This design comes from an exercise in tuning for small area on the open sky130 flow, not from production work. Where RTL was checked, it was by simulation tests only, not by an equivalence proof against the original.

==> inputs of 04-18 <==
## OLED_interface
module OLED_interface (input i_CLK,
                       input i_RST,
                       input [1:0] i_MODE,
                       input i_START,
                       input [7:0] i_TEXT_COLOR,
                       input [7:0] i_BACKGROUND_COLOR,
                       input [767:0] i_ASCII,
                       output reg o_READY,
                       output o_CS,
                       output o_MOSI,
                       output o_SCK,
                       output o_DC,
                       output reg o_RES,
                       output reg o_VCCEN,
                       output reg o_PMODEN,
                       output o_MOSI_FINAL_BIT,
                       output o_MOSI_FINAL_BYTE);
==> flow/config.mk <==
export PLATFORM = sky130hd
export DESIGN_NAME = OLED_interface
export DESIGN_NICKNAME = OLED_interface
export VERILOG_FILES = /design/flow/design.v
export SDC_FILE = /design/flow/constraint.sdc
export NUM_CORES = 4
export LEC_CHECK = 0
export ABC_AREA = 1
export CAP_MARGIN = 20
export CORE_MARGIN = 2
export CORE_UTILIZATION = 80
export SLEW_MARGIN = 20
export SYNTH_MEMORY_MAX_BITS = 20000
==> flow/constraint.sdc <==
create_clock -name core_clock -period 10.0 [get_ports {i_CLK}]
set_input_delay 2.0000 -clock core_clock [delete_from_list [all_inputs] [get_ports {i_CLK}]]
set_output_delay 2.0000 -clock core_clock [all_outputs]
set_load 0.01 [all_outputs]
run.sh (not shown) runs the stock make flow with config.mk's settings and CLKGATE_MAP_FILE= SYNTH_SCRIPT=/design/flow/synth_recipe.tcl, a recipe that flattens the netlist after the stock synthesis.
==> 07-07 (differences from 04-18) <==
--- a/flow/design.v
+++ b/flow/design.v
@@ -614,19 +614,21 @@
         end
     wire s_rise = s_ms & ~s_SCK;
     wire s_fall = s_ms & s_SCK;
     assign o_SCK = s_SCK;
     reg [2:0] s_state;
     reg       s_bstart;      
     reg       s_init;
-    reg [9:0] s_count;
     reg [7:0] s_text, s_bg;
-    reg [6:0] s_pix;         
-    reg [3:0] s_col;         
-    reg [2:0] s_row;         
+    reg [13:0] s_cnt;
+    wire [9:0] s_count = s_cnt[9:0];
+    wire [6:0] s_pix   = s_cnt[6:0];    
+    wire [3:0] s_col   = s_cnt[10:7];   
+    wire [2:0] s_row   = s_cnt[13:11];  
+    wire [9:0] s_inc   = s_cnt[9:0] + 10'd1;
     reg [1:0] s_kind;        
     wire s_fbyte, s_fbit;
     wire s_go   = (s_state == idle) & s_init & i_START;
     wire s_load = s_rise & s_go & (i_MODE == 2'b10);
     reg  [671:0] s_ring;
     wire [671:0] s_ring_in;
     genvar j;
@@ -731,47 +733,45 @@
                 end
             endcase
         end
     always @(posedge i_CLK)
         if (s_rise)
             case (s_state)
                 idle: begin
-                    s_count <= 10'd0;
+                    s_cnt <= 14'd0;
                     if (s_init && i_START) begin
                         if (i_MODE == 2'b01)
                             s_bg <= i_BACKGROUND_COLOR;
                         if (i_MODE == 2'b10) begin
                             s_text <= i_TEXT_COLOR;
                             s_bg   <= i_BACKGROUND_COLOR;
-                            s_col  <= 4'd0;
-                            s_row  <= 3'd0;
                         end
                     end
                 end
                 turnon_1, turnon_2, turnon_4:
-                    s_count <= (s_count >= (s_state == turnon_4 ? 10'd999 : 10'd19)) ? 10'd0 : s_count + 10'd1;
+                    s_cnt[9:0] <= (s_count >= (s_state == turnon_4 ? 10'd999 : 10'd19)) ? 10'd0 : s_inc;
                 turnon_3:
                     s_kind <= k_turnon;
                 fill_screen_1:
                     s_kind <= k_bg;
                 pixel_display_1: begin
-                    s_kind <= k_header;
-                    s_pix  <= 7'd0;
+                    s_kind     <= k_header;
+                    s_cnt[6:0] <= 7'd0;
                 end
                 pixel_display_2:
                     if (s_fbyte && s_fbit) begin
                         if (s_pix[6]) begin
                             if (s_col == 4'd11) begin
-                                s_col <= 4'd0;
-                                s_row <= s_row + 3'd1;
+                                s_cnt[10:7]  <= 4'd0;
+                                s_cnt[13:11] <= s_row + 3'd1;
                             end else
-                                s_col <= s_col + 4'd1;
+                                s_cnt[10:7]  <= s_col + 4'd1;
                         end else begin
-                            s_kind <= s_pixel ? k_text : k_bg;
-                            s_pix  <= s_pix + 7'd1;
+                            s_kind     <= s_pixel ? k_text : k_bg;
+                            s_cnt[6:0] <= s_inc[6:0];
                         end
                     end
                 default: ;
             endcase
     reg       b_state;       
     reg       b_start;       
     reg       b_dc;
==> flow/flow/run.sh (new file) <==
#!/bin/bash
# Own layout flow: the standard flow (standard.sh, unchanged synthesis,
# floorplan, power grid, tap cells, placement, CTS and routing), with the
# port buffers that global placement inserts made of sky130_fd_sc_hd__buf_1
# instead of the cell buffer_ports picks by itself. Every input and output
# port still gets its own buffer.
set -euo pipefail
export BUFFER_PORTS_ARGS="-buffer_cell sky130_fd_sc_hd__buf_1"
bash standard.sh finish > standard_flow.log 2>&1
==> flow/standard.sh (new file) <==
#!/bin/bash
# synth_recipe.tcl (not shown) runs the flow's synth.tcl, then flattens the netlist and writes it again
# the make line also repeats each setting of config.mk as NAME=value (left out here)
make -C /OpenROAD-flow-scripts/flow DESIGN_CONFIG=/design/flow/config.mk WORK_HOME=/design/flow/orfs CLKGATE_MAP_FILE= SYNTH_SCRIPT=/design/flow/synth_recipe.tcl "${@:-finish}"
Settings changed: CORE_AREA set to 2 2 278 278, CORE_MARGIN 2 to not set, CORE_UTILIZATION 80 to not set, DIE_AREA set to 0 0 280 280.
removed: flow/run.sh
==> 01-16 (differences from 04-18) <==
Settings changed: CORE_AREA set to 2 2 278 278, CORE_MARGIN 2 to not set, CORE_UTILIZATION 80 to not set, DIE_AREA set to 0 0 280 280.
==> comparison table <==
item	04-18	07-07	01-16
Post-CTS clock slew at the launch and capture registers of the worst setup and hold paths	-	0.06 ns	0.06 ns
Destination of the critical timing path	-	s_ring[254]	s_ring[450]
Post-CTS setup buffers	-	0	0
Multi-input combinational cell area	-	12850 um^2	12990 um^2
Pins Over Slew Limit	-	0	0
Number of multi-input logic gates	-	2134	2176
Number of iterations in the first detailed-routing pass	-	9	7
Leading cell category by total area	-	sequential cells	sequential cells
Run status	stopped before the end	timing/DRC/antenna clean	timing/DRC/antenna clean
Stage where the flow stopped	3_2_place_iop	-	-
Avg Inst Size Synth	9.061 um^2	9.103 um^2	9.061 um^2
Setup TNS after final layout	-	0 ns	0 ns
Cells after Synth	3454	3393	3454
Fraction of the mapped netlist area in adder cells	1.639%	1.726%	1.639%
TAP cells	-	978	978
Post-Syn Area	31300 um^2	30890 um^2	31300 um^2
Fin crit period	-	4.873 ns	5.118 ns
Number of nets in the synthesized netlist	4284	4224	4284
No functional check of the RTL was part of 07-07.

afterwards: timing with drivers on the ports:
Ports are ideal in the flow. The routed layouts listed here were re-timed in OpenROAD. Step 1 assumes that a clkbuf_16 drives the clock port and a buf_2 every other input. Step 2 times the ports against the registers' clock, not the clock port: input delays grow and output delays shrink by t, the midpoint of the rising clock arrivals with the driver on. a / b / c = ideal ports / drivers / drivers and shift; a / b = the first two.
run | t (ns) | setup WS [ns] | hold slack, ns | worst setup path at the end
07-07 | 0.713 | 5.127 / 5.172 / 4.459 | 0.383 / 0.383 / 0.383 | input to register
01-16 | 0.706 | 4.882 / 4.926 / 4.220 | 0.395 / 0.395 / 0.395 | input to register
After both steps every run listed still meets setup and hold. For 07-07, which loses most, drivers alone change the setup slack by +0.045 ns; drivers and shift together by -0.668 ns.
